From an optimization exercise on the open Yosys and OpenROAD flow, aimed at small area; shortcuts taken in it are not production practice.
The RTL was checked by simulation tests, not by an equivalence proof against the original design.
No run shown here takes its clock network from TritonCTS; it comes from the design's own scripts or RTL.
No driver is modelled on the clock port, so clock power and skew are understated where the tree is cut down; a real chip needs a root buffer or a tree.
Power is estimated from default activity; no workload was simulated.

## standard.sh

```bash
#!/bin/bash
# synth_recipe.tcl (not shown) runs the flow's synth.tcl, then flattens the netlist and writes it again
# the make line also repeats each setting of config.mk as NAME=value (left out here)
make -C /OpenROAD-flow-scripts/flow DESIGN_CONFIG=/design/flow/config.mk WORK_HOME=/design/flow/orfs CLKGATE_MAP_FILE= SYNTH_SCRIPT=/design/flow/synth_recipe.tcl "${@:-finish}"
```

## flow/clocktree.tcl

```tcl
# Rebuild the clock tree as two levels of inverters: the clock port drives
# one root inverter, which drives a few leaf inverters, each of which drives
# the clock pins of one cluster of nearby registers (k-means on their
# positions). Replaces the buffers and nets clock_tree_synthesis made.
proc ct_env {name default} {
  if {[info exists ::env($name)] && $::env($name) ne ""} { return $::env($name) }
  return $default
}
set ct_leaves    [ct_env CT_LEAVES 5]
set ct_leaf_cell [ct_env CT_LEAF_CELL sky130_fd_sc_hd__clkinv_8]
set ct_root_cell [ct_env CT_ROOT_CELL sky130_fd_sc_hd__clkinv_8]

set block [ord::get_db_block]
set db [ord::get_db]
set clk_bterm [$block findBTerm clk]
set clk_net [$clk_bterm getNet]

# Clock sinks: the CLK pins of all registers.
set sinks {}
foreach inst [$block getInsts] {
  if {![[$inst getMaster] isSequential]} { continue }
  foreach it [$inst getITerms] {
    if {[[$it getMTerm] getName] eq "CLK"} { lappend sinks $it }
  }
}

# Remove what clock_tree_synthesis built.
set old_nets {}
foreach inst [$block getInsts] {
  set n [$inst getName]
  if {[string match "clkbuf_*" $n] || [string match "clkload*" $n]} {
    foreach it [$inst getITerms] {
      set net [$it getNet]
      if {$net ne "NULL" && $net ne "" && [$net getName] ne [$clk_net getName] && [$net getSigType] eq "CLOCK"} {
        lappend old_nets $net
      }
    }
    odb::dbInst_destroy $inst
  }
}
foreach it $sinks { $it disconnect }
foreach net [lsort -unique $old_nets] {
  if {[llength [$net getITerms]] == 0 && [llength [$net getBTerms]] == 0} { odb::dbNet_destroy $net }
}

# k-means on sink positions.
set pts {}
foreach it $sinks {
  set loc [[$it getInst] getLocation]
  lappend pts [list [lindex $loc 0] [lindex $loc 1]]
}
set n [llength $pts]
set sorted [lsort -integer -index 0 $pts]
set cents {}
for {set k 0} {$k < $ct_leaves} {incr k} {
  lappend cents [lindex $sorted [expr {int(($k + 0.5) * $n / $ct_leaves)}]]
}
set assign [lrepeat $n 0]
for {set iter 0} {$iter < 50} {incr iter} {
  for {set i 0} {$i < $n} {incr i} {
    set p [lindex $pts $i]
    set best 0; set bd 1e30
    for {set k 0} {$k < $ct_leaves} {incr k} {
      set c [lindex $cents $k]
      set d [expr {abs([lindex $p 0] - [lindex $c 0]) + abs([lindex $p 1] - [lindex $c 1])}]
      if {$d < $bd} { set bd $d; set best $k }
    }
    lset assign $i $best
  }
  set newc {}
  for {set k 0} {$k < $ct_leaves} {incr k} {
    set sx 0; set sy 0; set m 0
    for {set i 0} {$i < $n} {incr i} {
      if {[lindex $assign $i] == $k} {
        set p [lindex $pts $i]
        set sx [expr {$sx + [lindex $p 0]}]; set sy [expr {$sy + [lindex $p 1]}]; incr m
      }
    }
    if {$m > 0} { lappend newc [list [expr {$sx / $m}] [expr {$sy / $m}]] } else { lappend newc [lindex $cents $k] }
  }
  set cents $newc
}

# Balance the clusters: reassign registers, nearest first, to leaves with
# room left (at most ceil(n / leaves) + 1 registers each).
set cap [expr {($n + $ct_leaves - 1) / $ct_leaves + 1}]
set pairs {}
for {set i 0} {$i < $n} {incr i} {
  set p [lindex $pts $i]
  for {set k 0} {$k < $ct_leaves} {incr k} {
    set c [lindex $cents $k]
    lappend pairs [list [expr {abs([lindex $p 0] - [lindex $c 0]) + abs([lindex $p 1] - [lindex $c 1])}] $i $k]
  }
}
set pairs [lsort -real -index 0 $pairs]
set done [lrepeat $n 0]
set fill [lrepeat $ct_leaves 0]
foreach pr $pairs {
  lassign $pr d i k
  if {[lindex $done $i] || [lindex $fill $k] >= $cap} { continue }
  lset assign $i $k
  lset done $i 1
  lset fill $k [expr {[lindex $fill $k] + 1}]
}
# Move each leaf to the centre of the registers it got.
set newc {}
for {set k 0} {$k < $ct_leaves} {incr k} {
  set sx 0; set sy 0; set m 0
  for {set i 0} {$i < $n} {incr i} {
    if {[lindex $assign $i] == $k} {
      set p [lindex $pts $i]
      set sx [expr {$sx + [lindex $p 0]}]; set sy [expr {$sy + [lindex $p 1]}]; incr m
    }
  }
  if {$m > 0} { lappend newc [list [expr {$sx / $m}] [expr {$sy / $m}]] } else { lappend newc [lindex $cents $k] }
}
set cents $newc

# Root inverter near the middle of the leaves, leaf inverters at the
# cluster centres.
set rx 0; set ry 0
foreach c $cents { set rx [expr {$rx + [lindex $c 0]}]; set ry [expr {$ry + [lindex $c 1]}] }
set rx [expr {int($rx / $ct_leaves)}]; set ry [expr {int($ry / $ct_leaves)}]

set root_net [odb::dbNet_create $block "clknet_root"]
$root_net setSigType CLOCK
set root [odb::dbInst_create $block [$db findMaster $ct_root_cell] "clkinv_root"]
$root setLocation $rx $ry
$root setPlacementStatus PLACED
[$root findITerm A] connect $clk_net
[$root findITerm Y] connect $root_net

for {set k 0} {$k < $ct_leaves} {incr k} {
  set c [lindex $cents $k]
  set net [odb::dbNet_create $block "clknet_leaf_$k"]
  $net setSigType CLOCK
  set leaf [odb::dbInst_create $block [$db findMaster $ct_leaf_cell] "clkinv_leaf_$k"]
  $leaf setLocation [expr {int([lindex $c 0])}] [expr {int([lindex $c 1])}]
  $leaf setPlacementStatus PLACED
  [$leaf findITerm A] connect $root_net
  [$leaf findITerm Y] connect $net
  for {set i 0} {$i < $n} {incr i} {
    if {[lindex $assign $i] == $k} { [lindex $sinks $i] connect $net }
  }
  puts "clocktree: leaf $k drives [llength [$net getITerms]] pins"
}
global_connect
detailed_placement
check_placement
estimate_parasitics -placement
```

## design.v

```verilog
`timescale 1ns / 1ps
module hack_alu (
    input  logic [15:0] x,
    input  logic [15:0] y,
    input  logic        zx,
    input  logic        nx,
    input  logic        zy,
    input  logic        ny,
    input  logic        f,
    input  logic        no,
    output logic [15:0] out
);
    logic nxe, nye, nxen, nyen;
    alu_xor2 u_nxe (.a(nx), .b(no), .y(nxe));
    alu_xor2 u_nye (.a(ny), .b(no), .y(nye));
    alu_inv  u_nxen (.a(nxe), .y(nxen));
    alu_inv  u_nyen (.a(nye), .y(nyen));
    logic ka1, ka0, kb1, kb0, ka1n, ka0n, kb1n, kb0n;
    alu_xnor2 u_ka1 (.a(nxe), .b(zx), .y(ka1));
    alu_xnor2 u_kb1 (.a(nye), .b(zy), .y(kb1));
    alu_inv   u_ka1n (.a(ka1), .y(ka1n));
    alu_inv   u_kb1n (.a(kb1), .y(kb1n));
    assign ka0 = nxe;
    assign kb0 = nye;
    assign ka0n = nxen;
    assign kb0n = nyen;
    logic k1, k1n, k2, k2n;
    alu_nor2 u_k1n (.a(f), .b(no), .y(k1n));
    alu_inv  u_k1 (.a(k1n), .y(k1));
    alu_inv  u_k2 (.a(f), .y(k2));
    assign k2n = f;
    logic [16:0] cc;   
    assign cc[0] = f & no;
    genvar i;
    for (i = 0; i < 16; i++) begin : bit_
        logic av, bv, pv, gv, sv;
        if (i % 2 == 0) begin : ev
            alu_mux2i ma (.a0(ka0), .a1(ka1), .s(x[i]), .y(av));
            alu_mux2i mb (.a0(kb0), .a1(kb1), .s(y[i]), .y(bv));
            alu_xor2  xp (.a(av), .b(bv), .y(pv));
            alu_nor2  ng (.a(av), .b(bv), .y(gv));
            alu_xor2  xs (.a(pv), .b(cc[i]), .y(sv));
            alu_a22o  oo (.a1(sv), .a2(k1), .b1(gv), .b2(k2), .y(out[i]));
            if (i < 15) begin : cy
                alu_a22oi cn (.a1(pv), .a2(cc[i]), .b1(f), .b2(gv), .y(cc[i+1]));
            end
        end else begin : od
            alu_mux2i ma (.a0(ka0n), .a1(ka1n), .s(x[i]), .y(av));
            alu_mux2i mb (.a0(kb0n), .a1(kb1n), .s(y[i]), .y(bv));
            alu_xnor2 xp (.a(av), .b(bv), .y(pv));
            alu_nand2 ng (.a(av), .b(bv), .y(gv));
            alu_xnor2 xs (.a(pv), .b(cc[i]), .y(sv));
            alu_o22ai oo (.a1(sv), .a2(k1n), .b1(gv), .b2(k2n), .y(out[i]));
            if (i < 15) begin : cy
                alu_o22ai cn (.a1(pv), .a2(cc[i]), .b1(k2), .b2(gv), .y(cc[i+1]));
            end
        end
    end
endmodule
module alu_mux2i (input logic a0, input logic a1, input logic s, output logic y);
    assign y = ~(s ? a1 : a0);
endmodule
module alu_inv (input logic a, output logic y);
    assign y = ~a;
endmodule
module alu_xor2 (input logic a, input logic b, output logic y);
    assign y = a ^ b;
endmodule
module alu_xnor2 (input logic a, input logic b, output logic y);
    assign y = ~(a ^ b);
endmodule
module alu_nor2 (input logic a, input logic b, output logic y);
    assign y = ~(a | b);
endmodule
module alu_nand2 (input logic a, input logic b, output logic y);
    assign y = ~(a & b);
endmodule
module alu_a22o (input logic a1, input logic a2, input logic b1, input logic b2, output logic y);
    assign y = (a1 & a2) | (b1 & b2);
endmodule
module alu_a22oi (input logic a1, input logic a2, input logic b1, input logic b2, output logic y);
    assign y = ~((a1 & a2) | (b1 & b2));
endmodule
module alu_o22ai (input logic a1, input logic a2, input logic b1, input logic b2, output logic y);
    assign y = ~((a1 | a2) & (b1 | b2));
endmodule
`timescale 1ns / 1ps
module button_debouncer (
    input  logic clk,
    input  logic rst,
    input  logic btn_in,
    output logic btn_out
);
    logic sync_0_n, sync_1;
    always_ff @(posedge clk) begin
        if (rst) begin
            sync_0_n <= 1'b1;
            sync_1   <= 1'b0;
        end else begin
            sync_0_n <= ~btn_in;
            sync_1   <= ~sync_0_n;
        end
    end
    localparam logic [16:0] P     = 17'h0AAAA;
    localparam logic [16:0] TERM  = 17'h02E55;
    localparam logic [16:0] TMASK = 17'h1BE7D;
    logic [16:0] q;
    logic [16:0] c;
    logic        debounced_state;
    logic        mismatch, term;
    assign mismatch = sync_1 ^ debounced_state;
    assign c        = q ^ P;
    assign term     = (q & TMASK) == TERM;
    always_ff @(posedge clk) begin
        if (!mismatch || term) q <= '0;
        else                   q <= {c[15:0], c[16] ^ c[10]} ^ P;
    end
    always_ff @(posedge clk) begin
        if (rst)                  debounced_state <= 1'b0;
        else if (mismatch & term) debounced_state <= sync_1;
    end
    logic prev_state;
    always_ff @(posedge clk) begin
        prev_state <= debounced_state;
        if (rst) btn_out <= 1'b0;
        else     btn_out <= debounced_state & ~prev_state;
    end
endmodule
`timescale 1ns / 1ps
module alu_fpga_top (
    input  logic        clk,
    input  logic        btnC,
    input  logic        btnU,
    input  logic        btnD,
    input  logic        btnL,
    input  logic [15:0] sw,
    output logic [15:0] led
);
    logic pulse_load_x, pulse_load_y, pulse_load_ctrl;
    button_debouncer db_u (.clk(clk), .rst(btnC), .btn_in(btnU), .btn_out(pulse_load_x));
    button_debouncer db_d (.clk(clk), .rst(btnC), .btn_in(btnD), .btn_out(pulse_load_y));
    button_debouncer db_l (.clk(clk), .rst(btnC), .btn_in(btnL), .btn_out(pulse_load_ctrl));
    logic [15:0] reg_x, reg_y;
    logic        x_zero, y_zero;
    logic [5:0]  reg_ctrl;
    always_ff @(posedge clk) begin
        if (pulse_load_x) reg_x <= sw;
        if (pulse_load_y) reg_y <= sw;
    end
    always_ff @(posedge clk) begin
        if (btnC) begin
            x_zero   <= 1'b1;
            y_zero   <= 1'b1;
            reg_ctrl <= 6'b101010;
        end else begin
            if (pulse_load_x)    x_zero   <= 1'b0;
            if (pulse_load_y)    y_zero   <= 1'b0;
            if (pulse_load_ctrl) reg_ctrl <= sw[5:0];
        end
    end
    hack_alu u_alu (
        .x   (reg_x),
        .y   (reg_y),
        .zx  (reg_ctrl[5] | x_zero),
        .nx  (reg_ctrl[4]),
        .zy  (reg_ctrl[3] | y_zero),
        .ny  (reg_ctrl[2]),
        .f   (reg_ctrl[1]),
        .no  (reg_ctrl[0]),
        .out (led)
    );
endmodule
```

## config.mk

```make
export PLATFORM = sky130hd
export DESIGN_NAME = alu_fpga_top
export DESIGN_NICKNAME = alu_fpga_top
export VERILOG_FILES = /design/flow/design.v
export SDC_FILE = /design/flow/constraint.sdc
export NUM_CORES = 4
export LEC_CHECK = 0
export CAP_MARGIN = 50
export CORE_MARGIN = 2
export CORE_UTILIZATION = 40
export SLEW_MARGIN = 50
```

## flow/area.abc

```
strash
&get -n
&st
&dc2
&syn3
&dch
&nf -p -F 8 -A 4
&put
topo
```

## constraint.sdc

```tcl
create_clock -name core_clock -period 10.0 [get_ports {clk}]
set_input_delay 2.0000 -clock core_clock [delete_from_list [all_inputs] [get_ports {clk}]]
set_output_delay 2.0000 -clock core_clock [all_outputs]
set_load 0.01 [all_outputs]
```

## flow/synth.tcl

```tcl
# synth_recipe.tcl with one change: Yosys's abc runs the area-oriented script
# flow/area.abc instead of ORFS's speed script. Registers are mapped before
# abc, exactly as in the standard synthesis.
proc synth {args} { yosys synth -nofsm -noshare {*}$args }
proc abc {args} {
  set i [lsearch $args -script]
  if {$i >= 0} { lset args [expr {$i+1}] $::env(MY_ABC_SCRIPT) }
  yosys abc {*}$args
}
source $::env(SCRIPTS_DIR)/synth.tcl
# left out here: clear keep_hierarchy, flatten, clean up, hide names made inside functions, write 1_2_yosys.v
```

## flow/run.sh

```bash
#!/bin/bash
# The standard layout (standard.sh) with these changes:
#  - synthesis maps logic with an area-oriented ABC script, without the
#    full-adder extraction, and keeps the ALU's one-cell modules (alu_*) apart
#    while mapping so each becomes its cell; registers are mapped exactly as
#    in standard.sh, and the netlist is flattened as standard.sh does,
#  - port buffers use sky130_fd_sc_hd__buf_1,
#  - after CTS (clkbuf_8, no dummy loads), flow/clocktree.tcl replaces the
#    clock tree with a root inverter driving 7 balanced clusters of registers
#    through one clkinv_4 each.
set -euo pipefail
W=$PWD
export MY_ABC_SCRIPT=$W/flow/area.abc
export SYNTH_KEEP_MODULES="alu_inv alu_mux2i alu_xor2 alu_xnor2 alu_nor2 alu_nand2 alu_a22o alu_a22oi alu_o22ai"
export BUFFER_PORTS_ARGS="-buffer_cell sky130_fd_sc_hd__buf_1"
export POST_CTS_TCL=$W/flow/clocktree.tcl
export CT_LEAVES=7
export CT_LEAF_CELL=sky130_fd_sc_hd__clkinv_4
export CT_ROOT_CELL=sky130_fd_sc_hd__clkinv_8
export CTS_ARGS="-sink_clustering_enable -repair_clock_nets -dont_use_dummy_load -buf_list sky130_fd_sc_hd__clkbuf_8"
sed -e "s|SYNTH_SCRIPT=[^ ]*|SYNTH_SCRIPT=$W/flow/synth.tcl ADDER_MAP_FILE=|" standard.sh > own.sh
bash own.sh > own_sh.log 2>&1
```

==> run summary, run 1 <==
worst-margin pin slew=685 ps; CP arrival=5820 ps; Area Overhead vs Synth=10.9%; post-route insts no fill=521; ys flop type=dfxtp_1; Max Fclk=128 MHz; Synth Net Count=363; die area=about 11,000 um2; total gr overflow=0; setup TNS=0 ps; Sequential Power Share=72.8%; fin nets=411; setup violators final=0; GR Util All Layers=14.1%; maximum fanout along the worst path=10; peak supply drop=85.3 uV; Power Internal=roughly 0.48 mW; post-route minimum period=7820 ps; CP top delay family=compound AO/OA/AOI/OAI gates; Rows=36; # DRC=0; clk sinks=106; status=no timing/DRC/antenna violations; flops & latches, synth=approximately 110; Synth async-reset ratio=0%; number of global-route vias before repair=2,452; Final Hold Viols=0; Worst Path Buf+Inv=2; sequence of cells on the critical path=xor2_2 -> xnor2_2 -> clkinv_1 -> mux2i_1 -> xnor2_1 -> o22ai_1 -> a22oi_1 -> o22ai_1 -> a22oi_1 -> o22ai_1 -> a22oi_1 -> o22ai_1 -> a22oi_1 -> o22ai_1 -> a22oi_1 -> o22ai_1 -> a22oi_1 -> o22ai_1 -> a22oi_1 -> xnor2_1 -> o22ai_1 -> buf_1; wirelength, routed=7410 um; Mapped Avg Cell Area=11.6 um2; Crit. End Element=primary output; wire length per cell=~14 um; cells after synthesis=342; CP max stage cell=dfxtp_1; beginning of the critical path=reg_ctrl[0]; vias per inst=between 4 and 5; gp weighted congestion=roughly 0.86; initial antenna violation count=0; hold path start=db_d.q[14]; YS warnings=2; Clock power frac=25.1%; Synth area leaders=dfxtp_1 37%, edfxtp_1 24%, mux2i_1 8.9%; Post-synth EDFFs=32; Crit path required time=8000 ps; buffers added on ports=36; Placed Cells incl. Taps=513; count of unique library cells instantiated by Yosys=26; Layout Skew=32.5 ps; WS Path Type=reg -> out; share of cells above drive strength 1=4.64%; Worst slew margin=54.2%; crit-path max cell delay=510 ps; Pins Over Slew Limit=0; startpoint types=register; Sw Ratio=roughly a quarter; Filler cells=942; Clock transition at path regs=110 ps; pre-CTS WS=2050 ps; Leak=1.66 nW; Pwr Density=roughly 140 nW/um2; DR vias=2,539; die height=about 100 um; most frequent CP cell=o22ai_1; top cell type's share of synthesized area=~37%; num ports=37; DP Wirelength=5280 um; sw power=0.150 mW; Initial Utilization=40.8%; Iter 0 DRT Violations=60; Synth top cells by count=74 x dfxtp_1, 69 x nor2_1, 35 x mux2i_1; area leader, netlist=dfxtp_1; Detailed Routing Iterations Pass 1=4; Max Cap Violations=0; Final ANT Viol Nets=0; fin crit share=78.2%; Synth Cell Area=3960 um2; sequential area share after synthesis=between 60% and 70%; Worst Hold Class=reg -> reg; r2r startpoint=db_d.q[12]; setup slack after layout=2180 ps; Ant. Diodes=0; first-pass GRT wire length=~12,000 um; RSZ-0062 raised after global routing=false; top-count cell post-synth=dfxtp_1; Skew-Pair Late Insertion Delay=between 200 and 250 ps; Core ar.=9680 um2; Die X=103 um; Comb pwr share=between 2 and 2.5%; maximum number of pins on one net before global-route repair=21
-- cell families after synthesis --
kind of cell / Yosys count / share of synthesized area (%)
simple gates: 100 / 10.9
buf+inv: 13 / 1.23
mux: 35 / 8.86
xor+xnor: 42 / 9.30
flops: 106 / 61.8
compound gates: 46 / 8.00
-- registers in the layout, indices dropped and copies added (netlist names) --
| name | count |
|---|---|
| db_d.sync_0_n | 1 |
| db_l.q | 17 |
| db_d.sync_1 | 1 |
| x_zero | 1 |
| db_u.prev_state | 1 |
| db_l.debounced_state | 1 |
| db_u.sync_1 | 1 |
| db_l.sync_0_n | 1 |
| db_u.btn_out | 1 |
| db_d.q | 17 |
| db_u.sync_0_n | 1 |
| db_l.prev_state | 1 |
| db_l.btn_out | 1 |
| db_l.sync_1 | 1 |
| db_d.debounced_state | 1 |
| y_zero | 1 |
| db_d.btn_out | 1 |
| db_u.debounced_state | 1 |
| reg_y | 16 |
| db_u.q | 17 |
| db_d.prev_state | 1 |
| reg_x | 16 |
| reg_ctrl | 6 |
-- worst register-to-register path: cells and delay by family, from the launching register on --
kind	cells	cell delay [ps]
flip-flops	1	320
AND/OR/NAND/NOR	4	1510
-- final timing paths --
| path | slack (ps) | cells past startpoint | endpoint |
|---|---|---|---|
| worst max register to register | 8050 | 4 | db_d.q[0] |
| worst max-delay path | 2180 | 22 | led[15] |
| worst min-delay path | 390 | 1 | db_d.q[15] |
| worst min register to register | 390 | 1 | db_d.q[15] |
-- area by class of cell --
| class | instances | area [um2] | area share, % |
|---|---|---|---|
| inverter | 21 | 126 | 2.88 |
| sequential | 106 | 2450 | 55.8 |
| multi-input combinational | 223 | 1490 | 34.1 |
| timing repair buffer | 38 | 151 | 3.45 |
| tap | 133 | 166 | 3.80 |
-- placed cells by master (no fill, tap or decap), types with 3 or more instances in the layout --
master | netlist | routed
dfxtp_1 | 74 | 71
nor2_1 | 69 | 69
mux2i_1 | 35 | 35
buf_1 | 0 | 35
edfxtp_1 | 32 | 32
xor2_1 | 21 | 19
xnor2_1 | 21 | 19
nand2_1 | 15 | 15
o22ai_1 | 15 | 15
clkinv_1 | 13 | 13
a22oi_1 | 8 | 8
a22o_1 | 8 | 8
o21ai_0 | 7 | 7
clkinv_4 | 0 | 7
nand4_1 | 4 | 4
a21oi_1 | 3 | 3
dfxtp_2 | 0 | 3
-- power by group through the flow --
stage	clock [mW]	combinational (mW)	sequential, mW
final	0.157	0.0137	0.456
after global routing	0.181	0.0160	0.457
after detailed placement	0	0.0139	0.465
after global placement	0	0.0134	0.465
after floorplan	0	0.00704	0.464
-- per-layer routing --
layer,GRT usage [%],wire length (um),vias up
met5,0,0,-
met4,3.14,105,0
met3,2.62,316,9
met2,23.8,3510,41
met1,18.9,3470,1200
li1,-,-,1289
-- Yosys stat by module, one instance, submodules excluded --
module	times used	cells inside	flops+latches	area, um2
alu_nor2	9	1	0	3.75
alu_a22o	8	1	0	8.76
alu_o22ai	15	1	0	6.26
alu_inv	6	1	0	3.75
alu_xor2	18	1	0	8.76
alu_mux2i	32	1	0	10.0
alu_nand2	8	1	0	3.75
alu_a22oi	8	1	0	7.51
alu_xnor2	18	1	0	8.76
alu_fpga_top	1	220	106	3010
-- metrics by stage --
step / util (%) / cell area [um2] / hold WS, ps / power (mW)
after floorplan: - / 3960 / 365 / 0.471
after global placement: 44.1 / 4270 / 369 / 0.479
after detailed placement: 44.1 / 4270 / 372 / 0.479
after global routing: 45.3 / 4380 / 397 / 0.654
final: 45.3 / 4380 / 386 / 0.626
==> inputs of run 2 (changes only) <==
--- a/config.mk
+++ b/config.mk
@@ -6,6 +6,6 @@
 export NUM_CORES = 4
 export LEC_CHECK = 0
-export CAP_MARGIN = 50
+export CAP_MARGIN = 20
 export CORE_MARGIN = 2
 export CORE_UTILIZATION = 40
-export SLEW_MARGIN = 50
+export SLEW_MARGIN = 20
==> run 2 against run 1 <==
Effect of this change:
- core utilization fell by 0.36 points
- worst setup slack got worse by 470 ps
- clock power fell by 3%
- die area did not move
- global-route usage fell by 0.10 points
- critical path type unchanged
- largest power group unchanged
- highest routed layer unchanged
==> run summary, run 2 <==
Crit path required time=8000 ps (about the same); Final Hold Viols=0 (unchanged); gp weighted congestion=0.863 (unchanged); setup violators final=0 (unchanged); Clock transition at path regs=100 ps (about the same); flops & latches, synth=106 (unchanged); first-pass GRT wire length=11,800 um (about the same); Largest regs=db_d.q (17), db_l.q (17), db_u.q (17); Area Overhead vs Synth=9.97%; setup slack, reg-to-reg=8030 ps (-20 ps); top-count cell post-synth=dfxtp_1; GRT met2 Usage=23.9% (+0.099 points); GRT Max-Usage Layer=met2; Die X=103 um (unchanged); ys flop type=dfxtp_1; top cell type's share of synthesized area=37.5% (unchanged); buffers added on ports=36 (unchanged); DR vias=2,530 (-0.35%); number of global-route vias before repair=2,467 (+0.61%); DP Wirelength=5280 um (+0.11%); initial antenna violation count=0 (unchanged); setup TNS=0 ps (unchanged); Synth Net Count=363 (unchanged); area leader, netlist=dfxtp_1; sequential area share after synthesis=61.8% (unchanged); total gr overflow=0 (unchanged); Hold WS=382 ps (-4.29 ps); Initial Utilization=40.8% (unchanged); GR Util All Layers=14.0% (-0.10 points); placed inst area=4270 um2 (about the same); fin crit share=82.9% (+4.7 points); Placed Cells incl. Taps=513 (unchanged); fin nets=411 (unchanged); die area=10,700 um2 (unchanged); Detailed Routing Iterations Pass 1=4 (unchanged); wire length per cell=14.1 um (-1.1%); Skew-Pair Late Insertion Delay=220 ps (about the same); Leak=1.64 nW (-1.1%); clk sinks=106 (unchanged); maximum fanout along the worst path=10 (unchanged); Synth top cells by count=74 x dfxtp_1, 69 x nor2_1, 35 x mux2i_1; num ports=37 (unchanged); Synth area leaders=dfxtp_1 37%, edfxtp_1 24%, mux2i_1 8.9%; CP arrival=6290 ps (+470 ps); setup slack after layout=1710 ps (-473 ps); Crit. End Element=primary output; Final ANT Viol Nets=0 (unchanged); die height=103 um (unchanged); total power draw=0.622 mW (-0.74%); maximum number of pins on one net before global-route repair=21 (unchanged); Mapped Avg Cell Area=11.6 um2 (unchanged); Max Fclk=121 MHz (-5.7%); Worst slew margin=42.3% (-12 points); Synth Cell Area=3960 um2 (unchanged); commonest non-fill, non-tap cells in the layout=74 x dfxtp_1, 69 x nor2_1, 36 x buf_1; vias per inst=4.86 (-0.35%); GR Util met3=2.89% (+0.27 points); peak supply drop=88.2 uV (+3.4%); RSZ-0062 raised after global routing=false; post-route minimum period=8290 ps (+473 ps); status=no timing/DRC/antenna violations; pre-CTS WS=2030 ps (-17.5 ps); Core ar.=9680 um2 (unchanged); Pins Over Slew Limit=0 (unchanged); count of unique library cells instantiated by Yosys=26 (unchanged); most common cell after layout, fill and taps aside=dfxtp_1; # DRC=0 (unchanged); Worst Hold Class=reg -> reg; Filler cells=954 (+1.3%); Design Area, Final=4350 um2 (-0.80%); YS warnings=2 (unchanged); wirelength, routed=7330 um (-1.1%); Pwr Density=143 nW/um2 (about the same); cells after synthesis=342 (unchanged); final core utilization=44.9% (-0.36 points); Max Cap Violations=0 (unchanged); Iter 0 DRT Violations=62 (+3.3%); Synth async-reset ratio=0% (unchanged); Post-synth EDFFs=32 (unchanged); WS Path Type=reg -> out; Ant. Diodes=0 (unchanged); Layout Skew=29.2 ps (-3.37 ps); worst-margin pin slew=865 ps (+180 ps); met1 usage=18.3% (-0.56 points); post-route insts no fill=521 (unchanged); Rows=36 (unchanged); share of cells above drive strength 1=2.58% (-2.1 points); startpoint types=register
[run 2: changes by cell type in the layout (fill, tap and decap cells not counted), sizes merged]
cell | previous run | this run
buf | 37 | 38
clkbuf | 1 | 0
[run 2: path summary, 6_finish.rpt]
kind,endpoint,cells after the start,startpoint
worst min-delay path,db_d.q[15],1,db_d.q[14]
worst max register to register,db_d.q[14],4,db_d.q[12]
worst min register to register,db_d.q[15],1,db_d.q[14]
worst max-delay path,led[15],22,reg_ctrl[0]
[run 2: cells by family after synthesis]
family	share of synthesized area, %
DFF	61.8
and+or+nand+nor	10.9
AOI/OAI and AO/OA	8.00
xor gates and xnor gates	9.30
muxes	8.86
buffers and inverters	1.23
[run 2: where the power goes]
group / internal (mW) / switching, mW
Sequential: 0.451 / 0.00431
Combinational: 0.00535 / 0.00832
Clock: 0.0196 / 0.133
[run 2: final cells by class]
class                           instances  area (um2)  area share [%]
Inverter                               21         126            2.91
Timing Repair Buffer                   38         150            3.45
Tap cell                              133         166            3.83
Multi-Input combinational cell        223        1460            33.7
Sequential cell                       106        2440            56.2
[run 2: modules after synthesis, one instance, submodules excluded, excerpt]
module     cells inside  flops+latches  cell area, um2  copies in the design
alu_xnor2             1              0            8.76                    18
alu_a22oi             1              0            7.51                     8
alu_xor2              1              0            8.76                    18
alu_o22ai             1              0            6.26                    15
alu_inv               1              0            3.75                     6
alu_mux2i             1              0            10.0                    32
[run 2: worst max-delay path, stage by stage, from the launching register on]
cell and delay, ps:
dfxtp_1 450, xor2_1 610, xnor2_1 430, clkinv_1 440, mux2i_1 320, xnor2_1 140, o22ai_1 230, a22oi_1 180
o22ai_1 280, a22oi_1 180, o22ai_1 280, a22oi_1 180, o22ai_1 300, a22oi_1 180, o22ai_1 300, a22oi_1 180
o22ai_1 270, a22oi_1 180, o22ai_1 300, a22oi_1 160, xnor2_1 170, o22ai_1 150, buf_1 170
[run 2: metal layers]
layer / routed length, um / share of wire, %
met1: 3370 / 46
met2: 3460 / 47
met4: 129 / 1.8
met5: 0 / 0
met3: 371 / 5.1
==> inputs of run 3 (changes only) <==
--- a/config.mk
+++ b/config.mk
@@ -9,3 +9,4 @@
 export CORE_MARGIN = 2
 export CORE_UTILIZATION = 40
+export GPL_TIMING_DRIVEN = 0
 export SLEW_MARGIN = 20
==> run 3 against run 2 <==
Effect of this change:
- still clean on timing, DRC and antenna
- wire length shrank 1.4%
- register-to-register slack better by 20 ps
- final cell count stayed put
- worst setup slack worse by 500 ps
- area after synthesis unchanged
- hold slack better by 0.97 ps
- die area unchanged
- sequential share of layout area is the same
- clock power about the same
- largest cell class unchanged
- largest power group unchanged
==> run summary, run 3 <==
status=no timing/DRC/antenna violations; WS Path Type=reg -> out; Crit path required time=8000 ps (about the same); RSZ-0062 raised after global routing=false; hold path start=db_d.debounced_state; count of unique library cells instantiated by Yosys=26 (unchanged); Initial Utilization=40.8% (unchanged); Synth Net Count=363 (unchanged); post-route insts no fill=521 (unchanged); maximum number of pins on one net before global-route repair=21 (unchanged); beginning of the critical path=reg_ctrl[0]; CP max stage cell=xor2_1; Filler cells=929 (-2.6%); worst-margin pin slew=938 ps (+73.3 ps); most common cell after layout, fill and taps aside=dfxtp_1; buffers added on ports=36 (unchanged); Rows=36 (unchanged); DP Wirelength=5080 um (-3.8%); vias per inst=4.84 (-0.28%); maximum fanout along the worst path=10 (unchanged); Final Hold Viols=0 (unchanged); top cell type's share of synthesized area=37.5% (unchanged); ys flop type=dfxtp_1; crit-path max cell delay=750 ps (+140 ps); Pins Over Slew Limit=0 (unchanged); post-route minimum period=8790 ps (+498 ps); fin crit share=87.9% (+5.0 points); Ant. Diodes=0 (unchanged); setup violators final=0 (unchanged); die area=10,700 um2 (unchanged); total power draw=0.621 mW (about the same); r2r startpoint=db_d.q[12]; Final ANT Viol Nets=0 (unchanged); area leader, netlist=dfxtp_1; Layout Skew=13.4 ps (-15.8 ps); number of global-route vias before repair=2,545 (+3.2%); Mapped Avg Cell Area=11.6 um2 (unchanged); Synth top cells by count=74 x dfxtp_1, 69 x nor2_1, 35 x mux2i_1; setup TNS=0 ps (unchanged); startpoint types=register; wire length per cell=13.9 um (-1.4%); share of cells above drive strength 1=2.58% (unchanged); Crit. End Element=primary output; Detailed Routing Iterations Pass 1=4 (unchanged); die height=103 um (unchanged); num ports=37 (unchanged); Post-synth EDFFs=32 (unchanged); Max Cap Violations=0 (unchanged); total gr overflow=0 (unchanged); flops & latches, synth=106 (unchanged); GR Util All Layers=13.9% (-0.037 points); top-count cell post-synth=dfxtp_1; YS warnings=2 (unchanged); final core utilization=44.9% (unchanged); Worst slew margin=37.0% (-5.3 points); Area Overhead vs Synth=9.97% (unchanged); Synth async-reset ratio=0% (unchanged); Clock transition at path regs=100 ps (about the same); Max Fclk=114 MHz (-5.7%); Iter 0 DRT Violations=65 (+4.8%); CP arrival=6790 ps (+500 ps); clk sinks=106 (unchanged); first-pass GRT wire length=11,900 um (+0.35%); # DRC=0 (unchanged); wirelength, routed=7230 um (-1.4%); fin nets=411 (unchanged); sequential area share after synthesis=61.8% (unchanged); initial antenna violation count=0 (unchanged); Largest regs=db_d.q (17), db_l.q (17), db_u.q (17); Pwr Density=143 nW/um2 (about the same); Synth Cell Area=3960 um2 (unchanged); DR vias=2,523 (-0.28%); cells after synthesis=342 (unchanged); most frequent CP cell=o22ai_1; setup slack, reg-to-reg=8050 ps (+20 ps); sequence of cells on the critical path=xor2_1 -> xnor2_1 -> clkinv_1 -> mux2i_1 -> xnor2_1 -> o22ai_1 -> a22oi_1 -> o22ai_1 -> a22oi_1 -> o22ai_1 -> a22oi_1 -> o22ai_1 -> a22oi_1 -> o22ai_1 -> a22oi_1 -> o22ai_1 -> a22oi_1 -> o22ai_1 -> a22oi_1 -> xnor2_1 -> o22ai_1 -> buf_1; Synth area leaders=dfxtp_1 37%, edfxtp_1 24%, mux2i_1 8.9%; Die X=103 um (unchanged); Core ar.=9680 um2 (unchanged); Skew-Pair Late Insertion Delay=210 ps (about the same); peak supply drop=132 uV (+49%); commonest non-fill, non-tap cells in the layout=74 x dfxtp_1, 69 x nor2_1, 36 x buf_1; gp weighted congestion=0.732 (-15%); Worst Hold Class=reg -> reg; Placed Cells incl. Taps=513 (unchanged); Leak=1.64 nW (about the same)
## run 3: cell counts after synthesis
Identical to the previous run, type by type.
## run 3: kinds of logic after synthesis
family                 Yosys count  share of synthesized area (%)
AND/OR/NAND/NOR                100                           10.9
flip-flops                     106                           61.8
buffers and inverters           13                           1.23
XOR/XNOR                        42                           9.30
AO/OA/AOI/OAI                   46                           8.00
multiplexers                    35                           8.86
## run 3: critical path: cells and delay by family (launching register included)
| family | cells | cell delay [ps] |
|---|---|---|
| flops | 1 | 440 |
| mux | 1 | 360 |
| buf+inv | 2 | 670 |
| xor+xnor | 4 | 1580 |
| compound gates | 15 | 3500 |
## run 3: layer usage
| layer | vias up | part of all wire (%) | track usage (%) |
|---|---|---|---|
| li1 | 1292 | - | - |
| met1 | 1179 | 47 | 18.6 |
| met2 | 44 | 47 | 24.3 |
| met3 | 8 | 4.6 | 2.55 |
| met4 | 0 | 1.0 | 1.82 |
| met5 | - | 0 | 0 |
## run 3: area by class of cell
cell class,instances,area [um2],share of cell area (%)
inverters,21,126,2.91
flip-flops and latches,106,2440,56.2
multi-input cells,223,1460,33.7
well taps,133,166,3.83
repair buffers,38,150,3.45
## run 3: Yosys stat by module, one instance, submodules excluded, excerpt
module / cell area [um2] / cells / flip-flops and latches / copies in the design
alu_a22oi: 7.51 / 1 / 0 / 8
alu_fpga_top: 3010 / 220 / 106 / 1
alu_inv: 3.75 / 1 / 0 / 6
alu_mux2i: 10.0 / 1 / 0 / 32
alu_xnor2: 8.76 / 1 / 0 / 18
alu_xor2: 8.76 / 1 / 0 / 18
## run 3: final timing paths
kind                     endpoint  depth (start not counted)
setup / recovery          led[15]                         22
hold reg to reg   db_d.prev_state                          0
setup reg to reg        db_d.q[0]                          4
hold / removal    db_d.prev_state                          0
## run 3: per-stage QoR
stage	hold slack [ps]	setup WS, ps	cell area [um2]
5_1_grt	402	614	4350
3_5_place_dp	373	1520	4270
2_1_floorplan	365	3050	3960
6_report	383	1210	4350
3_3_place_gp	370	1570	4260
## run 3: power by group
part	leakage, nW	internal [mW]	switching, mW
sequential	0.892	0.451	0.00429
combinational	0.713	0.00539	0.00840
clock	0.0357	0.0196	0.132
==> inputs of run 4 (changes only) <==
--- a/flow/run.sh
+++ b/flow/run.sh
@@ -17,5 +17,5 @@
 export CT_LEAVES=7
 export CT_LEAF_CELL=sky130_fd_sc_hd__clkinv_4
-export CT_ROOT_CELL=sky130_fd_sc_hd__clkinv_8
+export CT_ROOT_CELL=sky130_fd_sc_hd__clkinv_4
 export CTS_ARGS="-sink_clustering_enable -repair_clock_nets -dont_use_dummy_load -buf_list sky130_fd_sc_hd__clkbuf_8"
 sed -e "s|SYNTH_SCRIPT=[^ ]*|SYNTH_SCRIPT=$W/flow/synth.tcl ADDER_MAP_FILE=|" standard.sh > own.sh
==> run 4 against run 3 <==
Effect of this change:
- sequential power about the same
- worst setup slack got worse by 120 ps
- critical path depth is the same
- sequential share of layout area increased by 0.097 points
- combinational power is essentially flat
- flip-flop and latch count unchanged
- highest routed layer unchanged
- wire length is 0.65% higher
- critical path type unchanged
- final cell count did not move
- fmax fell by 1.4%
==> run summary, run 4 <==
GR Util met3=2.55% (unchanged); Layout Skew=15.2 ps (+1.82 ps); fin nets=411 (unchanged); Final Hold Viols=0 (unchanged); CP arrival=6910 ps (+120 ps); Hold WS=385 ps (+1.72 ps); # DRC=0 (unchanged); RSZ-0062 raised after global routing=false; Largest regs=db_d.q (17), db_l.q (17), db_u.q (17); GR Util All Layers=14.0% (+0.099 points); Synth async-reset ratio=0% (unchanged); total gr overflow=0 (unchanged); buffers added on ports=36 (unchanged); worst-margin pin slew=920 ps (-18.5 ps); DR vias=2,535 (+0.48%); die area=10,700 um2 (unchanged); Post-synth EDFFs=32 (unchanged); gp weighted congestion=0.732 (unchanged); Synth top cells by count=74 x dfxtp_1, 69 x nor2_1, 35 x mux2i_1; maximum fanout along the worst path=10 (unchanged); Skew-Pair Late Insertion Delay=310 ps (+100 ps); YS warnings=2 (unchanged); Area Overhead vs Synth=9.78%; num ports=37 (unchanged); ys flop type=dfxtp_1; WS Path Type=reg -> out; cells after synthesis=342 (unchanged); Detailed Routing Iterations Pass 1=4 (unchanged); Mapped Avg Cell Area=11.6 um2 (unchanged); top cell type's share of synthesized area=37.5% (unchanged); Synth Cell Area=3960 um2 (unchanged); beginning of the critical path=reg_ctrl[0]; top-count cell post-synth=dfxtp_1; number of global-route vias before repair=2,543 (-0.079%); Worst slew margin=38.5% (+1.5 points); sequential area share after synthesis=61.8% (unchanged); wirelength, routed=7270 um (+0.65%); vias per inst=4.87 (+0.48%); Ant. Diodes=0 (unchanged); wire length per cell=14.0 um (+0.65%); Leak=1.64 nW (-0.17%); setup slack after layout=1090 ps (-121 ps); GRT met2 Usage=24.3% (+0.050 points); Synth Net Count=363 (unchanged); commonest non-fill, non-tap cells in the layout=74 x dfxtp_1, 69 x nor2_1, 36 x buf_1; maximum number of pins on one net before global-route repair=21 (unchanged); met1 usage=18.6% (unchanged); Design Area, Final=4340 um2 (-0.17%); flops & latches, synth=106 (unchanged); setup TNS=0 ps (unchanged); die height=103 um (unchanged); placed inst area=4270 um2 (unchanged); initial antenna violation count=0 (unchanged); Iter 0 DRT Violations=63 (-3.1%); r2r startpoint=db_d.q[12]; area leader, netlist=dfxtp_1; Initial Utilization=40.8% (unchanged); Worst Hold Class=reg -> reg; post-route minimum period=8910 ps (+121 ps); Rows=36 (unchanged); hold path start=db_d.debounced_state; Filler cells=928 (-0.11%); clk sinks=106 (unchanged); first-pass GRT wire length=11,900 um (+0.24%); Die X=103 um (unchanged); Pwr Density=143 nW/um2 (about the same); setup violators final=0 (unchanged); pre-CTS WS=1520 ps (unchanged); Clock transition at path regs=110 ps (about the same); Max Cap Violations=0 (unchanged); DP Wirelength=5080 um (unchanged); Pins Over Slew Limit=0 (unchanged); peak supply drop=132 uV (+0.14%); Max Fclk=112 MHz (-1.4%); startpoint types=register; Crit path required time=8000 ps (about the same); Synth area leaders=dfxtp_1 37%, edfxtp_1 24%, mux2i_1 8.9%; Core ar.=9680 um2 (unchanged); status=no timing/DRC/antenna violations; count of unique library cells instantiated by Yosys=26 (unchanged); GRT Max-Usage Layer=met2; most common cell after layout, fill and taps aside=dfxtp_1; Final ANT Viol Nets=0 (unchanged); share of cells above drive strength 1=2.58% (unchanged); fin crit share=89.1% (+1.2 points); Crit. End Element=primary output
[run 4: modules after synthesis, one instance, submodules excluded, a selection]
module | copies in the design | flops+latches | cell area [um2] | cells inside
alu_a22o | 8 | 0 | 8.76 | 1
alu_a22oi | 8 | 0 | 7.51 | 1
alu_fpga_top | 1 | 106 | 3010 | 220
alu_inv | 6 | 0 | 3.75 | 1
alu_nand2 | 8 | 0 | 3.75 | 1
alu_nor2 | 9 | 0 | 3.75 | 1
alu_xnor2 | 18 | 0 | 8.76 | 1
alu_xor2 | 18 | 0 | 8.76 | 1
[run 4: path summary, 6_finish.rpt]
check                    end  slack (ps)  cells past startpoint
max                  led[15]        1090                     22
min          db_d.prev_state         380                      0
max reg2reg        db_d.q[0]        8040                      4
min reg2reg  db_d.prev_state         380                      0
[run 4: through the flow]
| stage | total power [mW] | cells | utilization, % |
|---|---|---|---|
| after floorplan | 0.471 | 342 | - |
| after global placement | 0.478 | 511 | 44.0 |
| after detailed placement | 0.479 | 513 | 44.1 |
| after global routing | 0.649 | 521 | 44.8 |
| final | 0.620 | 521 | 44.8 |
[run 4: critical path, cell delays in order (launching register included)]
cell and delay, ps:
dfxtp_1 450, xor2_1 760, xnor2_1 490, clkinv_1 490
mux2i_1 360, xnor2_1 150, o22ai_1 240, a22oi_1 180
o22ai_1 310, a22oi_1 180, o22ai_1 300, a22oi_1 190
o22ai_1 300, a22oi_1 180, o22ai_1 310, a22oi_1 190
o22ai_1 320, a22oi_1 200, o22ai_1 290, a22oi_1 180
xnor2_1 180, o22ai_1 160, buf_1 170
[run 4: logic make-up (layout without fill, tap and decap cells)]
family	after synthesis	after routing	synth area share, %
compound gates	46	46	8.00
xor+xnor	42	42	9.30
buf+inv	13	59	1.23
flops	106	106	61.8
mux	35	35	8.86
simple gates	100	100	10.9
[run 4: cell type report]
cell class	instances	area (um2)	area share, %
sequential	106	2440	56.3
multi-input combinational	223	1460	33.7
timing repair buffer	38	150	3.46
tap	133	166	3.83
inverter	21	119	2.74
[run 4: routing by layer]
metal / share of wire [%] / wire length (um) / up-vias
met1: 47 / 3380 / 1191
met2: 47 / 3450 / 49
met5: 0 / 0 / -
met4: 1.2 / 85 / 0
met3: 4.9 / 355 / 6
li1: - / - / 1289
[run 4: where the power goes]
group	total [mW]	switching (mW)	internal (mW)
logic	0.0138	0.00839	0.00539
registers	0.456	0.00429	0.452
clock network	0.150	0.134	0.0166
total	0.620	0.146	0.474
==> inputs of run 5 (changes only) <==
--- a/config.mk
+++ b/config.mk
@@ -8,5 +8,5 @@
 export CAP_MARGIN = 20
 export CORE_MARGIN = 2
-export CORE_UTILIZATION = 40
+export CORE_UTILIZATION = 60
 export GPL_TIMING_DRIVEN = 0
 export SLEW_MARGIN = 20
==> run 5 against run 4 <==
Effect of this change:
- design area decreased by 1.6%
- wire length decreased by 4.1%
- fmax increased by 1.0%
- hold slack improved by 1.4 ps
- power decreased by 0.28%
- clock skew increased by 7.0 ps
- via count increased by 2.1%
- clock power about the same
- highest routed layer unchanged
==> run summary, run 5 <==
status=no timing/DRC/antenna violations; Synth Cell Area=3960 um2 (unchanged); gp weighted congestion=0.808 (+10%); maximum number of pins on one net before global-route repair=21 (unchanged); sw power=0.145 mW (-1.2%); Crit path required time=8000 ps (about the same); buffers added on ports=36 (unchanged); Max Cap Violations=0 (unchanged); wirelength, routed=6980 um (-4.1%); Clock transition at path regs=110 ps (about the same); Comb pwr share=2.2% (about the same); startpoint types=register; wire length per cell=15.0 um (+7.5%); Layout Skew=22.2 ps (+6.99 ps); Post-synth EDFFs=32 (unchanged); Crit. End Element=primary output; Synth top cells by count=74 x dfxtp_1, 69 x nor2_1, 35 x mux2i_1; share of cells above drive strength 1=2.58% (unchanged); Pwr Density=145 nW/um2 (+1.4%); Worst Hold Class=reg -> reg; Hold WS=386 ps (+1.41 ps); Final Hold Viols=0 (unchanged); Initial Utilization=62.3% (+21 points); Largest regs=db_d.q (17), db_l.q (17), db_u.q (17); Ant. Diodes=0 (unchanged); YS warnings=2 (unchanged); setup TNS=0 ps (unchanged); Mapped Avg Cell Area=11.6 um2 (unchanged); Pins Over Slew Limit=0 (unchanged); peak supply drop=134 uV (+1.8%); maximum fanout along the worst path=10 (unchanged); GR Util All Layers=19.6% (+5.6 points); Synth async-reset ratio=0% (unchanged); WS Path Type=reg -> out; Core ar.=6350 um2 (-34%); Leak=1.64 nW (unchanged); initial antenna violation count=0 (unchanged); r2r startpoint=db_d.q[5]; worst setup path endpoint=led[15]; met1 usage=25.2% (+6.6 points); clk sinks=106 (unchanged); Synth area leaders=dfxtp_1 37%, edfxtp_1 24%, mux2i_1 8.9%; Iter 0 DRT Violations=110 (+75%); Synth Net Count=363 (unchanged); fin crit share=88.2% (-0.89 points); Placed Cells incl. Taps=457 (-11%); top cell type's share of synthesized area=37.5% (unchanged); GRT met2 Usage=33.8% (+9.5 points); worst-margin pin slew=944 ps (+24.9 ps); Sequential Power Share=73.8% (+0.3 points); Area Overhead vs Synth=8.00%; FF-to-FF End=db_d.q[0]; fin nets=411 (unchanged); ys flop type=dfxtp_1; Skew-Pair Late Insertion Delay=310 ps (about the same); RSZ-0062 raised after global routing=false; post-route insts no fill=465 (-11%); Final ANT Viol Nets=0 (unchanged); die area=7260 um2 (-32%); vias per inst=5.57 (+14%); die height=85.2 um (-18%); DR vias=2,589 (+2.1%); Hold Path Cell Cnt=1 (+1); commonest non-fill, non-tap cells in the layout=74 x dfxtp_1, 69 x nor2_1, 36 x buf_1; Detailed Routing Iterations Pass 1=4 (unchanged); area leader, netlist=dfxtp_1; beginning of the critical path=reg_ctrl[0]; first-pass GRT wire length=11,600 um (-2.5%); most common cell after layout, fill and taps aside=dfxtp_1; Power Internal=0.474 mW (about the same); number of global-route vias before repair=2,584 (+1.6%); Max Fclk=113 MHz (+1.0%); Die X=85.2 um (-18%); Clock power frac=24.0% (-0.2 points); Rows=29 (-19%); total gr overflow=0 (unchanged); top-count cell post-synth=dfxtp_1; num ports=37 (unchanged); final core utilization=67.3% (+22 points); Worst slew margin=36.6% (-1.9 points); flops & latches, synth=106 (unchanged); setup violators final=0 (unchanged); GRT Max-Usage Layer=met2; setup slack, reg-to-reg=8050 ps (about the same); Filler cells=518 (-44%); sequential area share after synthesis=61.8% (unchanged); count of unique library cells instantiated by Yosys=26 (unchanged); Sw Ratio=23.4% (-0.21 points); post-route minimum period=8820 ps (-88.8 ps); Reg2Reg Depth=4 (unchanged); cells after synthesis=342 (unchanged); # DRC=0 (unchanged); GR Util met3=2.82% (+0.27 points); CP arrival=6820 ps (-90 ps); DP Wirelength=4930 um (-3.0%)
==> run 5: cell counts after synthesis <==
No cell type changed its count.
==> run 5: logic make-up (layout without fill, tap and decap cells) <==
group / Yosys count / after routing / synth area share [%]
AO/OA/AOI/OAI: 46 / 46 / 8.00
XOR/XNOR: 42 / 42 / 9.30
buffers and inverters: 13 / 59 / 1.23
flip-flops: 106 / 106 / 61.8
multiplexers: 35 / 35 / 8.86
AND/OR/NAND/NOR: 100 / 100 / 10.9
==> run 5: worst min path at each step <==
stage | startpoint | end | slack [ps]
2_1_floorplan | db_d.sync_0_n | db_d.sync_1 | 370
3_3_place_gp | db_d.debounced_state | db_d.prev_state | 370
3_5_place_dp | db_d.sync_0_n | db_d.sync_1 | 370
5_1_grt | db_l.q[8] | db_l.q[9] | 390
6_report | db_d.sync_0_n | db_d.sync_1 | 390
==> run 5: routing by layer <==
metal  wire (um)  vias to the layer above
met2        3400                       59
li1            -                     1293
met5           0                        -
met4         177                        0
met1        3040                     1221
met3         363                       16
==> run 5: critical path, stage by stage, from the launching register on <==
cell and delay [ps]:
dfxtp_1 430, xor2_1 760, xnor2_1 510, clkinv_1 480
mux2i_1 340, xnor2_1 210, o22ai_1 160, a22oi_1 290
o22ai_1 170, a22oi_1 300, o22ai_1 180, a22oi_1 300
o22ai_1 180, a22oi_1 300, o22ai_1 180, a22oi_1 350
o22ai_1 190, a22oi_1 270, o22ai_1 180, a22oi_1 310
xnor2_1 120, o22ai_1 150, buf_1 170
==> run 5: final cells by class <==
| cell class | instances | area (um2) | area share, % |
|---|---|---|---|
| Inverter | 21 | 119 | 2.78 |
| Timing Repair Buffer | 38 | 150 | 3.51 |
| Sequential cell | 106 | 2440 | 57.2 |
| Multi-Input combinational cell | 223 | 1460 | 34.3 |
| Tap cell | 77 | 96.3 | 2.26 |
==> run 5: stage by stage <==
stage	area, um2	total power [mW]	worst slack, ps
6_report	4270	0.618	1180
2_1_floorplan	3960	0.471	3050
3_3_place_gp	4190	0.478	1590
3_5_place_dp	4200	0.479	1550
5_1_grt	4270	0.643	584
==> run 5: Yosys stat by module (local to each module, per instance), a selection <==
module / flip-flops and latches / cells inside / times used / cell area [um2]
alu_xnor2: 0 / 1 / 18 / 8.76
alu_a22oi: 0 / 1 / 8 / 7.51
alu_nand2: 0 / 1 / 8 / 3.75
alu_o22ai: 0 / 1 / 15 / 6.26
alu_mux2i: 0 / 1 / 32 / 10.0
alu_a22o: 0 / 1 / 8 / 8.76
==> run 5: power groups by stage <==
stage | Combinational, mW | Clock (mW) | Sequential, mW
after floorplan | 0.00704 | 0 | 0.464
after global placement | 0.0130 | 0 | 0.465
after detailed placement | 0.0139 | 0 | 0.466
after global routing | 0.0158 | 0.170 | 0.457
final | 0.0136 | 0.149 | 0.456
==> inputs of run 6 (changes only) <==
--- a/flow/run.sh
+++ b/flow/run.sh
@@ -7,5 +7,5 @@
 #  - port buffers use sky130_fd_sc_hd__buf_1,
 #  - after CTS (clkbuf_8, no dummy loads), flow/clocktree.tcl replaces the
-#    clock tree with a root inverter driving 7 balanced clusters of registers
+#    clock tree with a root inverter driving 6 balanced clusters of registers
 #    through one clkinv_4 each.
 set -euo pipefail
@@ -15,5 +15,5 @@
 export BUFFER_PORTS_ARGS="-buffer_cell sky130_fd_sc_hd__buf_1"
 export POST_CTS_TCL=$W/flow/clocktree.tcl
-export CT_LEAVES=7
+export CT_LEAVES=6
 export CT_LEAF_CELL=sky130_fd_sc_hd__clkinv_4
 export CT_ROOT_CELL=sky130_fd_sc_hd__clkinv_4
==> run 6 against run 5 <==
Effect of this change:
- sequential share of layout area up 0.12 points
- clock power down 4%
- final cell count down 0.22%
- global-route usage up 0.083 points
- register-to-register slack about the same
- synthesized cell count unchanged
- flip-flop and latch count unchanged
- core utilization down 0.14 points
- combinational power about the same
- wire length down 0.46%
- worst setup slack about the same
- largest cell class unchanged
- largest power group unchanged
==> run summary, run 6 <==
Iter 0 DRT Violations=108 (-1.8%); Synth Cell Area=3960 um2 (unchanged); crit-path max cell delay=770 ps (about the same); Pins Over Slew Limit=0 (unchanged); fin nets=410 (-0.24%); RSZ-0062 raised after global routing=false; peak supply drop=124 uV (-7.9%); CP max stage cell=xor2_1; Post-Synth Adder-Cell Area=0% (unchanged); Max Cap Violations=0 (unchanged); Skew-Pair Late Insertion Delay=290 ps (-20 ps); share of cells above drive strength 1=2.33% (-0.25 points); Clock transition at path regs=120 ps (about the same); final core utilization=67.1% (-0.14 points); Final Hold Viols=0 (unchanged); total gr overflow=0 (unchanged); maximum fanout along the worst path=10 (unchanged); Detailed Routing Iterations Pass 1=4 (unchanged); commonest non-fill, non-tap cells in the layout=74 x dfxtp_1, 69 x nor2_1, 36 x buf_1; wire length per cell=15.0 um (-0.24%); Die X=85.2 um (unchanged); # DRC=0 (unchanged); clk sinks=106 (unchanged); Ant. Diodes=0 (unchanged); fin crit share=88.2% (about the same); maximum number of pins on one net before global-route repair=21 (unchanged); die height=85.2 um (unchanged); Final ANT Viol Nets=0 (unchanged); total power draw=0.613 mW (-0.85%); Area Overhead vs Synth=7.78%; vias per inst=5.55 (-0.40%); Post-synth EDFFs=32 (unchanged); Leak=1.63 nW (-0.25%); Core ar.=6350 um2 (unchanged); mux share of post-synthesis cell area=8.86% (unchanged); Filler cells=523 (+0.97%); number of global-route vias before repair=2,557 (-1.0%); Max Fclk=113 MHz (unchanged); wirelength, routed=6950 um (-0.46%); Synth Area in Compound Gates=8.00% (unchanged); status=no timing/DRC/antenna violations; num ports=37 (unchanged); die area=7260 um2 (unchanged); setup violators final=0 (unchanged); flops & latches, synth=106 (unchanged); gp weighted congestion=0.808 (unchanged); Crit path required time=8000 ps (about the same); Largest regs=db_d.q (17), db_l.q (17), db_u.q (17); CP arrival=6820 ps (about the same); most frequent CP cell=o22ai_1; top-count cell post-synth=dfxtp_1; Layout Skew=13.9 ps (-8.22 ps); startpoint types=register; GR Util All Layers=19.7% (+0.083 points); first-pass GRT wire length=11,600 um (about the same); most common cell after layout, fill and taps aside=dfxtp_1; Synth top cells by count=74 x dfxtp_1, 69 x nor2_1, 35 x mux2i_1; DR vias=2,573 (-0.62%); initial antenna violation count=0 (unchanged); area leader, netlist=dfxtp_1; sequence of cells on the critical path=xor2_1 -> xnor2_1 -> clkinv_1 -> mux2i_1 -> xnor2_1 -> o22ai_1 -> a22oi_1 -> o22ai_1 -> a22oi_1 -> o22ai_1 -> a22oi_1 -> o22ai_1 -> a22oi_1 -> o22ai_1 -> a22oi_1 -> o22ai_1 -> a22oi_1 -> o22ai_1 -> a22oi_1 -> xnor2_1 -> o22ai_1 -> buf_1; buffers added on ports=36 (unchanged); Initial Utilization=62.3% (unchanged); Worst Hold Class=reg -> reg; count of unique library cells instantiated by Yosys=26 (unchanged); worst-margin pin slew=965 ps (+20.9 ps); Synth Area in XOR/XNOR=9.30% (unchanged); Synth Area in Simple Gates=10.9% (unchanged); Synth Net Count=363 (unchanged); ys flop type=dfxtp_1; largest family of logic cells by synthesized area=simple AND/OR/NAND/NOR gates; post-route minimum period=8820 ps (+0.0300 ps); Worst slew margin=35.2% (-1.4 points); setup TNS=0 ps (unchanged); Pwr Density=144 nW/um2 (-0.65%); Mapped Avg Cell Area=11.6 um2 (unchanged); YS warnings=2 (unchanged); cells after synthesis=342 (unchanged); Synth area leaders=dfxtp_1 37%, edfxtp_1 24%, mux2i_1 8.9%; Synth async-reset ratio=0% (unchanged); sequential area share after synthesis=61.8% (unchanged); top cell type's share of synthesized area=37.5% (unchanged); WS Path Type=reg -> out; Rows=29 (unchanged); Crit. End Element=primary output; DP Wirelength=4930 um (unchanged)
[run 6: cell counts after synthesis]
No cell type changed its count.
[run 6: layout make-up]
type	instances	area, um2	share of cell area (%)
flip-flops and latches	106	2440	57.3
repair buffers	38	150	3.52
multi-input cells	223	1460	34.3
well taps	77	96.3	2.26
inverters	20	110	2.58
[run 6: final timing paths]
path,cells after the start,to,slack (ps),start
worst min register to register,1,db_d.q[9],390,db_d.q[8]
worst max-delay path,22,led[15],1180,reg_ctrl[0]
worst min-delay path,1,db_d.q[9],390,db_d.q[8]
worst max register to register,4,db_d.q[0],8040,db_d.q[12]
[run 6: metrics by stage]
stage	cell area (um2)	std cells	hold WS (ps)	setup WS (ps)
6_report	4260	464	386	1180
5_1_grt	4260	464	395	595
3_5_place_dp	4200	457	373	1550
3_3_place_gp	4190	455	369	1590
2_1_floorplan	3960	342	365	3050
[run 6: layer usage]
layer	global-route usage (%)	vias up	wire length (um)
li1	-	1294	-
met1	26.0	1209	3070
met2	33.5	53	3370
met3	2.53	17	313
met4	7.07	0	198
met5	0	-	0
[run 6: worst max-delay path, delay by kind of cell, from the launching register on]
family | cells | cell delay (ps)
AOI/OAI and AO/OA | 15 | 3480
xor gates and xnor gates | 4 | 1600
buffers and inverters | 2 | 660
DFF | 1 | 440
muxes | 1 | 350
[run 6: power breakdown]
part	total (mW)	internal [mW]	switching, mW
sequential	0.456	0.452	0.00449
clock	0.143	0.0148	0.129
combinational	0.0135	0.00539	0.00810
total	0.613	0.472	0.141
[run 6: kinds of logic after synthesis]
group,count (synthesis)
AO/OA/AOI/OAI,46
XOR/XNOR,42
buffers and inverters,13
flip-flops,106
multiplexers,35
AND/OR/NAND/NOR,100
[run 6: Yosys stat by module, one instance, submodules excluded]
module | area, um2 | copies in the design | flops+latches
alu_a22o | 8.76 | 8 | 0
alu_a22oi | 7.51 | 8 | 0
alu_fpga_top | 3010 | 1 | 106
alu_inv | 3.75 | 6 | 0
alu_mux2i | 10.0 | 32 | 0
alu_nand2 | 3.75 | 8 | 0
alu_nor2 | 3.75 | 9 | 0
alu_o22ai | 6.26 | 15 | 0
alu_xnor2 | 8.76 | 18 | 0
alu_xor2 | 8.76 | 18 | 0
==> inputs of run 7 (changes only) <==
--- a/flow/run.sh
+++ b/flow/run.sh
@@ -17,5 +17,5 @@
 export CT_LEAVES=6
 export CT_LEAF_CELL=sky130_fd_sc_hd__clkinv_4
-export CT_ROOT_CELL=sky130_fd_sc_hd__clkinv_4
+export CT_ROOT_CELL=sky130_fd_sc_hd__clkinv_8
 export CTS_ARGS="-sink_clustering_enable -repair_clock_nets -dont_use_dummy_load -buf_list sky130_fd_sc_hd__clkbuf_8"
 sed -e "s|SYNTH_SCRIPT=[^ ]*|SYNTH_SCRIPT=$W/flow/synth.tcl ADDER_MAP_FILE=|" standard.sh > own.sh
==> run 7 against run 6 <==
Effect of this change:
- flip-flop and latch count unchanged
- critical path depth unchanged
- final cell count unchanged
- critical path type unchanged
- worst setup slack better by 81 ps
- fmax up 0.93%
- first-iteration DRC count up 8.3%
- die area unchanged
- wire length up 0.58%
- sequential power about the same
- clock power up 3%
- clock skew about the same
- synthesized cell count unchanged
==> run summary, run 7 <==
status=no timing/DRC/antenna violations; top-count cell post-synth=dfxtp_1; # DRC=0 (unchanged); setup slack, reg-to-reg=8050 ps (about the same); Crit. End Element=primary output; Max Fclk=114 MHz (+0.93%); CP arrival=6740 ps (-80 ps); Crit path required time=8000 ps (about the same); num ports=37 (unchanged); commonest non-fill, non-tap cells in the layout=74 x dfxtp_1, 69 x nor2_1, 36 x buf_1; Filler cells=527 (+0.76%); final core utilization=67.3% (+0.12 points); wirelength, routed=6990 um (+0.58%); count of unique library cells instantiated by Yosys=26 (unchanged); most common cell after layout, fill and taps aside=dfxtp_1; Mapped Avg Cell Area=11.6 um2 (unchanged); ys flop type=dfxtp_1; Worst slew margin=36.2% (+1.0 points); Worst Hold Class=reg -> reg; maximum fanout along the worst path=10 (unchanged); die height=85.2 um (unchanged); Area Overhead vs Synth=7.97%; Synth top cells by count=74 x dfxtp_1, 69 x nor2_1, 35 x mux2i_1; Clock transition at path regs=110 ps (about the same); flops & latches, synth=106 (unchanged); Design Area, Final=4270 um2 (+0.18%); Synth async-reset ratio=0% (unchanged); Pwr Density=144 nW/um2 (+0.46%); Synth Cell Area=3960 um2 (unchanged); Ant. Diodes=0 (unchanged); number of global-route vias before repair=2,557 (unchanged); clk sinks=106 (unchanged); Skew-Pair Late Insertion Delay=210 ps (-80 ps); Max Cap Violations=0 (unchanged); peak supply drop=124 uV (+0.40%); Synth Net Count=363 (unchanged); register area=2440 um2 (unchanged); die area=7260 um2 (unchanged); beginning of the critical path=reg_ctrl[0]; Synth area leaders=dfxtp_1 37%, edfxtp_1 24%, mux2i_1 8.9%; first-pass GRT wire length=11,600 um (about the same); Reg2Reg Depth=4 (unchanged); Final ANT Viol Nets=0 (unchanged); setup TNS=0 ps (unchanged); WS Path Type=reg -> out; worst-margin pin slew=950 ps (-15.1 ps); gp weighted congestion=0.808 (unchanged); DP Wirelength=4930 um (unchanged); sequential area share after synthesis=61.8% (unchanged); Detailed Routing Iterations Pass 1=4 (unchanged); total gr overflow=0 (unchanged); Final Hold Viols=0 (unchanged); Pins Over Slew Limit=0 (unchanged); Leak=1.64 nW (+0.17%); cells after synthesis=342 (unchanged); Post-synth EDFFs=32 (unchanged); GR Util All Layers=19.7% (+0.062 points); Die X=85.2 um (unchanged); area leader, netlist=dfxtp_1; fin crit share=87.4% (-0.81 points); initial antenna violation count=0 (unchanged); DR vias=2,569 (-0.16%); post-route minimum period=8740 ps (-81.3 ps); YS warnings=2 (unchanged); fin nets=410 (unchanged); Core ar.=6350 um2 (unchanged); total power draw=0.617 mW (+0.64%); startpoint types=register; Hold Path Cell Cnt=1 (unchanged); maximum number of pins on one net before global-route repair=21 (unchanged); Layout Skew=14.0 ps (+0.0294 ps); top cell type's share of synthesized area=37.5% (unchanged); r2r startpoint=db_d.q[12]; vias per inst=5.54 (-0.16%); Iter 0 DRT Violations=117 (+8.3%); Initial Utilization=62.3% (unchanged); placed inst area=4200 um2 (unchanged); multi-input logic area=1460 um2 (unchanged); wire length per cell=15.1 um (+0.58%); Largest regs=db_d.q (17), db_l.q (17), db_u.q (17); buffers added on ports=36 (unchanged); hold path start=db_d.q[8]; RSZ-0062 raised after global routing=false; share of cells above drive strength 1=2.33% (unchanged); Rows=29 (unchanged); setup violators final=0 (unchanged)
-- run 7: cell types whose count changed in the layout (fill, tap and decap cells not counted) --
cell / delta
clkinv_8: +1
clkinv_4: -1
-- run 7: final timing paths --
check	to
worst max-delay path	led[15]
worst min-delay path	db_d.q[9]
worst max register to register	db_d.q[0]
worst min register to register	db_d.q[9]
-- run 7: modules after synthesis, one instance, submodules excluded --
module	flops+latches	cells inside	cell area, um2
alu_a22oi	0	1	7.51
alu_o22ai	0	1	6.26
alu_mux2i	0	1	10.0
alu_xor2	0	1	8.76
alu_fpga_top	106	220	3010
alu_xnor2	0	1	8.76
alu_nor2	0	1	3.75
alu_inv	0	1	3.75
alu_a22o	0	1	8.76
alu_nand2	0	1	3.75
-- run 7: final cells by class --
type	instances	share of cell area [%]
inverters	20	2.75
multi-input cells	223	34.3
well taps	77	2.26
flip-flops and latches	106	57.2
repair buffers	38	3.52
-- run 7: worst max-delay path, stage by stage (launching register included) --
cell and delay, ps:
dfxtp_1 430, xor2_1 770, xnor2_1 510, clkinv_1 490, mux2i_1 350, xnor2_1 210, o22ai_1 160, a22oi_1 290
o22ai_1 170, a22oi_1 300, o22ai_1 180, a22oi_1 300, o22ai_1 180, a22oi_1 290, o22ai_1 170, a22oi_1 340
o22ai_1 180, a22oi_1 260, o22ai_1 190, a22oi_1 320, xnor2_1 120, o22ai_1 150, buf_1 170
-- run 7: cells by family after synthesis --
| kind of cell | synth area share, % |
|---|---|
| buffers and inverters | 1.23 |
| XOR/XNOR | 9.30 |
| AO/OA/AOI/OAI | 8.00 |
| multiplexers | 8.86 |
| AND/OR/NAND/NOR | 10.9 |
| flip-flops | 61.8 |
-- run 7: per-stage QoR --
| stage | setup WS (ps) | hold WS, ps | cells |
|---|---|---|---|
| after floorplan | 3050 | 365 | 342 |
| after global placement | 1590 | 369 | 455 |
| after detailed placement | 1550 | 373 | 457 |
| after global routing | 683 | 394 | 464 |
| final | 1260 | 384 | 464 |
-- run 7: report_power, final --
part | leakage, nW | total [mW] | internal, mW | switching, mW
Sequential | 0.892 | 0.456 | 0.452 | 0.00449
Combinational | 0.713 | 0.0136 | 0.00539 | 0.00817
Clock | 0.0316 | 0.147 | 0.0180 | 0.129
Total | 1.64 | 0.617 | 0.475 | 0.142
-- run 7: per-layer routing --
layer	vias to the layer above	GRT usage, %	wire [um]
met1	1220	26.0	3200
met2	41	33.3	3370
met5	-	0	0
met3	15	2.92	245
met4	0	7.22	177
li1	1293	-	-

port drivers added, routing unchanged:
How much do the figures lean on ideal ports? The routed layouts below were timed once more, with nothing changed but the port constraints.
Step 1, drivers: a clkbuf_16 drives clk and a buf_2 each remaining input, both assumed.
Step 2 also shifts input and output timing later by t, the mid clock arrival at the registers, as if the neighbouring blocks saw the same clock.
a / b / c = ideal ports / drivers / drivers and shift; a / b = the first two.
| run | t (ns) | setup slack, ns | worst hold slack (ns) | cell pins on the clock port's net |
|---|---|---|---|---|
| run 1 | 0.258 | 2.184 / 2.132 / 2.390 | 0.386 / 0.386 / 0.386 | 1 |
| run 2 | 0.251 | 1.711 / 1.661 / 1.912 | 0.382 / 0.382 / 0.382 | 1 |
| run 3 | 0.256 | 1.213 / 1.165 / 1.421 | 0.383 / 0.383 / 0.383 | 1 |
| run 4 | 0.344 | 1.091 / 1.055 / 1.398 | 0.385 / 0.385 / 0.385 | 1 |
| run 5 | 0.335 | 1.180 / 1.144 / 1.479 | 0.386 / 0.386 / 0.386 | 1 |
| run 6 | 0.322 | 1.180 / 1.144 / 1.466 | 0.386 / 0.386 / 0.386 | 1 |
| run 7 | 0.257 | 1.261 / 1.210 / 1.467 | 0.384 / 0.384 / 0.384 | 1 |
After both steps setup and hold are still met in every run listed.
